Background: an optimization exercise with open tools, aiming at small area, a short achievable clock period and few clock cycles per item. Do not read the settings as production practice.
At most, simulation tests tie the RTL to the original design; equivalence was not proved.

==> module fm_3d_frcp, before the edit <==
module fm_3d_frcp (
  clk_core,
  i_en,
  i_a,
  o_c,
  o_zero
);
    input         clk_core;
    input         i_en;
    input  [21:0] i_a;
    output [21:0] o_c;
    output        o_zero;
    reg    [21:0] r_c;
    reg           r_zo;
    reg           r_a_sign;
    reg    [4:0]  r_ce_tmp;
    reg           r_zero_flag;
    reg    [15:0] r_base;
    reg    [7:0]  r_corr;
    wire   [4:0]  w_a_exp = i_a[20:16];
    wire   [15:0] w_a_fraction = i_a[15:0];
    wire   [31:0] w_rom_out;
    wire   [15:0] w_rom_base = w_rom_out[31:16];    
    wire   [8:0]  w_rom_diff = w_rom_out[8:0];      
    wire   [7:0]  w_fl = w_a_fraction[7:0];
    wire [10:0] w_by = {2'b00, w_fl, 1'b0};
    wire [2:0]  w_bd0 = w_by[2:0];
    wire [2:0]  w_bd1 = w_by[4:2];
    wire [2:0]  w_bd2 = w_by[6:4];
    wire [2:0]  w_bd3 = w_by[8:6];
    wire [2:0]  w_bd4 = w_by[10:8];
    wire        w_bn0 = w_bd0[2] & ~(w_bd0[1] & w_bd0[0]);
    wire        w_bo0 = w_bd0[1] ^ w_bd0[0];
    wire        w_bt0 = (w_bd0 == 3'b100) | (w_bd0 == 3'b011);
    wire [10:0] w_bx0 = (({11{w_bo0}} & {2'b00, w_rom_diff}) |
                          ({11{w_bt0}} & {1'b0, w_rom_diff, 1'b0})) ^ {11{w_bn0}};
    wire [16:0] w_br0 = {5'b0, ~w_bn0, w_bx0} << 0;
    wire        w_bn1 = w_bd1[2] & ~(w_bd1[1] & w_bd1[0]);
    wire        w_bo1 = w_bd1[1] ^ w_bd1[0];
    wire        w_bt1 = (w_bd1 == 3'b100) | (w_bd1 == 3'b011);
    wire [10:0] w_bx1 = (({11{w_bo1}} & {2'b00, w_rom_diff}) |
                          ({11{w_bt1}} & {1'b0, w_rom_diff, 1'b0})) ^ {11{w_bn1}};
    wire [16:0] w_br1 = {5'b0, ~w_bn1, w_bx1} << 2;
    wire        w_bn2 = w_bd2[2] & ~(w_bd2[1] & w_bd2[0]);
    wire        w_bo2 = w_bd2[1] ^ w_bd2[0];
    wire        w_bt2 = (w_bd2 == 3'b100) | (w_bd2 == 3'b011);
    wire [10:0] w_bx2 = (({11{w_bo2}} & {2'b00, w_rom_diff}) |
                          ({11{w_bt2}} & {1'b0, w_rom_diff, 1'b0})) ^ {11{w_bn2}};
    wire [16:0] w_br2 = {5'b0, ~w_bn2, w_bx2} << 4;
    wire        w_bn3 = w_bd3[2] & ~(w_bd3[1] & w_bd3[0]);
    wire        w_bo3 = w_bd3[1] ^ w_bd3[0];
    wire        w_bt3 = (w_bd3 == 3'b100) | (w_bd3 == 3'b011);
    wire [10:0] w_bx3 = (({11{w_bo3}} & {2'b00, w_rom_diff}) |
                          ({11{w_bt3}} & {1'b0, w_rom_diff, 1'b0})) ^ {11{w_bn3}};
    wire [16:0] w_br3 = {5'b0, ~w_bn3, w_bx3} << 6;
    wire        w_bn4 = w_bd4[2] & ~(w_bd4[1] & w_bd4[0]);
    wire        w_bo4 = w_bd4[1] ^ w_bd4[0];
    wire        w_bt4 = (w_bd4 == 3'b100) | (w_bd4 == 3'b011);
    wire [10:0] w_bx4 = (({11{w_bo4}} & {2'b00, w_rom_diff}) |
                          ({11{w_bt4}} & {1'b0, w_rom_diff, 1'b0})) ^ {11{w_bn4}};
    wire [16:0] w_br4 = {5'b0, ~w_bn4, w_bx4} << 8;
    wire [16:0] w_bnr = ({16'b0, w_bn0} << 0) | ({16'b0, w_bn1} << 2) | ({16'b0, w_bn2} << 4) | ({16'b0, w_bn3} << 6) | ({16'b0, w_bn4} << 8);
    wire [16:0] w_rom_correct = w_br0 + w_br1 + w_br2 + w_br3 + w_br4 + w_bnr + 17'h15800;
    always @(posedge clk_core) begin
        if (i_en) begin
            r_a_sign <= i_a[21];
            r_ce_tmp <= 5'h1e - w_a_exp;
            r_zero_flag <= (w_a_exp == 5'h0);
            r_base <= w_rom_base;
            r_corr <= w_rom_correct[16:9];
        end
    end
    wire   [15:0] w_cf_tmp = r_base - {8'h0, r_corr};
    wire          w_sh = !w_cf_tmp[15];
    wire   [5:0]  w_ce = {1'b0, r_ce_tmp} - {5'h0, w_sh};
    wire          w_cz = w_ce[5] | (w_ce[4:0] == 5'h0);
    wire   [15:0] w_cf = w_sh ? {w_cf_tmp[14:0], 1'b0} : w_cf_tmp;
    wire   [21:0] w_c = w_cz ? 22'h0 : {r_a_sign, w_ce[4:0], w_cf};
    always @(posedge clk_core) begin
        if (i_en) begin
            r_c <= (r_zero_flag) ? 22'h0 : w_c;
            r_zo <= r_zero_flag;
        end
    end
    fm_3d_frcp_rom frcp_rom (
        .i_a(w_a_fraction[14:8]),
        .o_c(w_rom_out)
    );
    assign o_c = r_c;
    assign o_zero = r_zo;
endmodule
clock: 10.0 ns
lec_check: 0
abc_area: 1
cap_margin: 20
core_margin: 2
core_utilization: 40
cts_buf_list: sky130_fd_sc_hd__clkbuf_4 sky130_fd_sc_hd__clkbuf_8
place_density: 0.6
setup_slack_margin: 5
slew_margin: 20
standard.sh (not shown) runs the stock make flow with config.mk's settings and CLKGATE_MAP_FILE= SYNTH_SCRIPT=/design/flow/synth_recipe.tcl, a recipe that flattens the netlist after the stock synthesis.
==> flow/flow/run.sh <==
#!/bin/bash
# The standard layout (standard.sh: the standard flow's own synthesis and ORFS steps),
# with plain buf_1 cells as the port buffers instead of the delay buffers
# buffer_ports picks by default. Every port still gets its own buffer.
set -euo pipefail
export BUFFER_PORTS_ARGS="-buffer_cell sky130_fd_sc_hd__buf_1"
bash standard.sh > standard.log 2>&1
Then changed:
--- a/flow/design.v
+++ b/flow/design.v
@@ -343,51 +343,13 @@
     reg    [7:0]  r_corr;
     wire   [4:0]  w_a_exp = i_a[20:16];
     wire   [15:0] w_a_fraction = i_a[15:0];
     wire   [31:0] w_rom_out;
     wire   [15:0] w_rom_base = w_rom_out[31:16];    
     wire   [8:0]  w_rom_diff = w_rom_out[8:0];      
-    wire   [7:0]  w_fl = w_a_fraction[7:0];
-    wire [10:0] w_by = {2'b00, w_fl, 1'b0};
-    wire [2:0]  w_bd0 = w_by[2:0];
-    wire [2:0]  w_bd1 = w_by[4:2];
-    wire [2:0]  w_bd2 = w_by[6:4];
-    wire [2:0]  w_bd3 = w_by[8:6];
-    wire [2:0]  w_bd4 = w_by[10:8];
-    wire        w_bn0 = w_bd0[2] & ~(w_bd0[1] & w_bd0[0]);
-    wire        w_bo0 = w_bd0[1] ^ w_bd0[0];
-    wire        w_bt0 = (w_bd0 == 3'b100) | (w_bd0 == 3'b011);
-    wire [10:0] w_bx0 = (({11{w_bo0}} & {2'b00, w_rom_diff}) |
-                          ({11{w_bt0}} & {1'b0, w_rom_diff, 1'b0})) ^ {11{w_bn0}};
-    wire [16:0] w_br0 = {5'b0, ~w_bn0, w_bx0} << 0;
-    wire        w_bn1 = w_bd1[2] & ~(w_bd1[1] & w_bd1[0]);
-    wire        w_bo1 = w_bd1[1] ^ w_bd1[0];
-    wire        w_bt1 = (w_bd1 == 3'b100) | (w_bd1 == 3'b011);
-    wire [10:0] w_bx1 = (({11{w_bo1}} & {2'b00, w_rom_diff}) |
-                          ({11{w_bt1}} & {1'b0, w_rom_diff, 1'b0})) ^ {11{w_bn1}};
-    wire [16:0] w_br1 = {5'b0, ~w_bn1, w_bx1} << 2;
-    wire        w_bn2 = w_bd2[2] & ~(w_bd2[1] & w_bd2[0]);
-    wire        w_bo2 = w_bd2[1] ^ w_bd2[0];
-    wire        w_bt2 = (w_bd2 == 3'b100) | (w_bd2 == 3'b011);
-    wire [10:0] w_bx2 = (({11{w_bo2}} & {2'b00, w_rom_diff}) |
-                          ({11{w_bt2}} & {1'b0, w_rom_diff, 1'b0})) ^ {11{w_bn2}};
-    wire [16:0] w_br2 = {5'b0, ~w_bn2, w_bx2} << 4;
-    wire        w_bn3 = w_bd3[2] & ~(w_bd3[1] & w_bd3[0]);
-    wire        w_bo3 = w_bd3[1] ^ w_bd3[0];
-    wire        w_bt3 = (w_bd3 == 3'b100) | (w_bd3 == 3'b011);
-    wire [10:0] w_bx3 = (({11{w_bo3}} & {2'b00, w_rom_diff}) |
-                          ({11{w_bt3}} & {1'b0, w_rom_diff, 1'b0})) ^ {11{w_bn3}};
-    wire [16:0] w_br3 = {5'b0, ~w_bn3, w_bx3} << 6;
-    wire        w_bn4 = w_bd4[2] & ~(w_bd4[1] & w_bd4[0]);
-    wire        w_bo4 = w_bd4[1] ^ w_bd4[0];
-    wire        w_bt4 = (w_bd4 == 3'b100) | (w_bd4 == 3'b011);
-    wire [10:0] w_bx4 = (({11{w_bo4}} & {2'b00, w_rom_diff}) |
-                          ({11{w_bt4}} & {1'b0, w_rom_diff, 1'b0})) ^ {11{w_bn4}};
-    wire [16:0] w_br4 = {5'b0, ~w_bn4, w_bx4} << 8;
-    wire [16:0] w_bnr = ({16'b0, w_bn0} << 0) | ({16'b0, w_bn1} << 2) | ({16'b0, w_bn2} << 4) | ({16'b0, w_bn3} << 6) | ({16'b0, w_bn4} << 8);
-    wire [16:0] w_rom_correct = w_br0 + w_br1 + w_br2 + w_br3 + w_br4 + w_bnr + 17'h15800;
+    wire   [16:0] w_rom_correct = w_rom_diff * w_a_fraction[7:0];
     always @(posedge clk_core) begin
         if (i_en) begin
             r_a_sign <= i_a[21];
             r_ce_tmp <= 5'h1e - w_a_exp;
             r_zero_flag <= (w_a_exp == 5'h0);
             r_base <= w_rom_base;
Effect:
- clock skew goes down by 11 ps
- worst setup slack improves by 1600 ps
- wire length rises by 0.58%
- area after synthesis is about the same
- sequential share of layout area climbs by 0.19 points
- cell count falls by about 0.75%
- hold slack loses 4.4 ps
- global-route usage grows by 0.10 points
Testbench counts after the change, summed over its fixed seeds: cycles 14,475, triangles 4,800.
For the first run of this note, only the layout was checked, not whether the RTL still works.

Setup of oak:
fm_3d_ru_outline_setup with an RTL version that a note above also has.
Size: about 6300 cells after synthesis, roughly 1000 flip-flops, ~590 I/O pins, ~61000 µm² of cells after synthesis.
==> module fm_3d_frcp, before the edit <==
module fm_3d_frcp (
  clk_core,
  i_en,
  i_a,
  o_c,
  o_zero
);
    input         clk_core;
    input         i_en;
    input  [21:0] i_a;
    output [21:0] o_c;
    output        o_zero;
    reg    [21:0] r_c;
    reg           r_zo;
    reg           r_a_sign;
    reg    [4:0]  r_ce_tmp;
    reg           r_zero_flag;
    reg    [15:0] r_base;
    reg    [7:0]  r_corr;
    wire   [4:0]  w_a_exp = i_a[20:16];
    wire   [15:0] w_a_fraction = i_a[15:0];
    wire   [31:0] w_rom_out;
    wire   [15:0] w_rom_base = w_rom_out[31:16];    
    wire   [8:0]  w_rom_diff = w_rom_out[8:0];      
    wire   [16:0] w_rom_correct = w_rom_diff * w_a_fraction[7:0];
    always @(posedge clk_core) begin
        if (i_en) begin
            r_a_sign <= i_a[21];
            r_ce_tmp <= 5'h1e - w_a_exp;
            r_zero_flag <= (w_a_exp == 5'h0);
            r_base <= w_rom_base;
            r_corr <= w_rom_correct[16:9];
        end
    end
    wire   [15:0] w_cf_tmp = r_base - {8'h0, r_corr};
    wire          w_sh = !w_cf_tmp[15];
    wire   [5:0]  w_ce = {1'b0, r_ce_tmp} - {5'h0, w_sh};
    wire          w_cz = w_ce[5] | (w_ce[4:0] == 5'h0);
    wire   [15:0] w_cf = w_sh ? {w_cf_tmp[14:0], 1'b0} : w_cf_tmp;
    wire   [21:0] w_c = w_cz ? 22'h0 : {r_a_sign, w_ce[4:0], w_cf};
    always @(posedge clk_core) begin
        if (i_en) begin
            r_c <= (r_zero_flag) ? 22'h0 : w_c;
            r_zo <= r_zero_flag;
        end
    end
    fm_3d_frcp_rom frcp_rom (
        .i_a(w_a_fraction[14:8]),
        .o_c(w_rom_out)
    );
    assign o_c = r_c;
    assign o_zero = r_zo;
endmodule
==> flow/config.mk <==
export PLATFORM = sky130hd
export DESIGN_NAME = fm_3d_ru_outline_setup
export DESIGN_NICKNAME = fm_3d_ru_outline_setup
export VERILOG_FILES = /design/flow/design.v
export SDC_FILE = /design/flow/constraint.sdc
export NUM_CORES = 4
export LEC_CHECK = 0
export ABC_AREA = 1
export CAP_MARGIN = 20
export CORE_MARGIN = 2
export CORE_UTILIZATION = 40
export PLACE_DENSITY = 0.6
export SETUP_SLACK_MARGIN = 5
export SLEW_MARGIN = 20
==> flow/constraint.sdc <==
create_clock -name core_clock -period 10.0 [get_ports {clk_core}]
set_input_delay 2.0000 -clock core_clock [delete_from_list [all_inputs] [get_ports {clk_core}]]
set_output_delay 2.0000 -clock core_clock [all_outputs]
set_load 0.01 [all_outputs]
Scripts as last shown in full above: flow/flow/run.sh
Testbench counts of oak, summed over its fixed seeds: cycles 14,475, triangles 4,800.
> inputs changed (oak -> pine)
--- a/flow/design.v
+++ b/flow/design.v
@@ -337,29 +337,29 @@
     reg    [21:0] r_c;
     reg           r_zo;
     reg           r_a_sign;
     reg    [4:0]  r_ce_tmp;
     reg           r_zero_flag;
     reg    [15:0] r_base;
-    reg    [7:0]  r_corr;
+    reg    [8:0]  r_diff;
+    reg    [7:0]  r_a_frac_l;
     wire   [4:0]  w_a_exp = i_a[20:16];
     wire   [15:0] w_a_fraction = i_a[15:0];
     wire   [31:0] w_rom_out;
-    wire   [15:0] w_rom_base = w_rom_out[31:16];    
-    wire   [8:0]  w_rom_diff = w_rom_out[8:0];      
-    wire   [16:0] w_rom_correct = w_rom_diff * w_a_fraction[7:0];
     always @(posedge clk_core) begin
         if (i_en) begin
             r_a_sign <= i_a[21];
             r_ce_tmp <= 5'h1e - w_a_exp;
             r_zero_flag <= (w_a_exp == 5'h0);
-            r_base <= w_rom_base;
-            r_corr <= w_rom_correct[16:9];
+            r_base <= w_rom_out[31:16];      
+            r_diff <= w_rom_out[8:0];        
+            r_a_frac_l <= w_a_fraction[7:0];
         end
     end
-    wire   [15:0] w_cf_tmp = r_base - {8'h0, r_corr};
+    wire   [24:0] w_t = {r_base, 9'h0} + 25'd511 - r_diff * r_a_frac_l;
+    wire   [15:0] w_cf_tmp = w_t[24:9];
     wire          w_sh = !w_cf_tmp[15];
     wire   [5:0]  w_ce = {1'b0, r_ce_tmp} - {5'h0, w_sh};
     wire          w_cz = w_ce[5] | (w_ce[4:0] == 5'h0);
     wire   [15:0] w_cf = w_sh ? {w_cf_tmp[14:0], 1'b0} : w_cf_tmp;
     wire   [21:0] w_c = w_cz ? 22'h0 : {r_a_sign, w_ce[4:0], w_cf};
     always @(posedge clk_core) begin
### Flow results
Against oak, pine reports a number of antenna violations at the first check in global routing that is higher.
Of pine and oak, the higher area overhead of the layout relative to synthesis belongs to oak.
Going from oak to pine, post-route non-filler standard cell count grew slightly.
On number of cells produced by synthesis, the higher figure sits with pine, not oak.
Taking oak as 1.0, pine lands at 0.858 on wire length on met3.
Diff oak -> pine: fraction of standard cell area in multi-input logic shows a reduction of 0.36 points, fmax shows a reduction of 24%, area of the core region shows an increase of 1.2%.
No functional check of the RTL was part of pine.

==> re-timing with driven ports <==
Ports are ideal in the flow. The routed layouts listed here were re-timed in OpenROAD. Step 1, drivers: a clkbuf_16 drives clk_core and a buf_2 each remaining input, both assumed. Step 2 adds t to the input delays and takes it off the output delays; t is the mean of the earliest and latest rising clock arrival at the registers after step 1. Input paths then give back, and output paths get back, about the clock's delay inside the block. a / b / c = ideal / step 1 / step 2; a / b = the first two.
| run | shift t [ns] | setup WS [ns] | hold WS [ns] |
|---|---|---|---|
| the first run of note 1 | 0.992 | 3.000 / 3.000 / 3.000 | 0.399 / 0.399 / 0.399 |
| the second run of note 1 | 0.959 | 4.571 / 4.571 / 4.461 | 0.394 / 0.394 / 0.394 |
| oak | 0.803 | 4.466 / 4.466 / 4.466 | 0.373 / 0.373 / 0.373 |
| pine | 0.797 | 2.695 / 2.695 / 2.695 | 0.399 / 0.399 / 0.399 |
After both steps setup and hold are still met in every run listed. For the second run of note 1, which loses most, drivers alone change the setup slack by 0.000 ns; drivers and shift together by -0.110 ns.
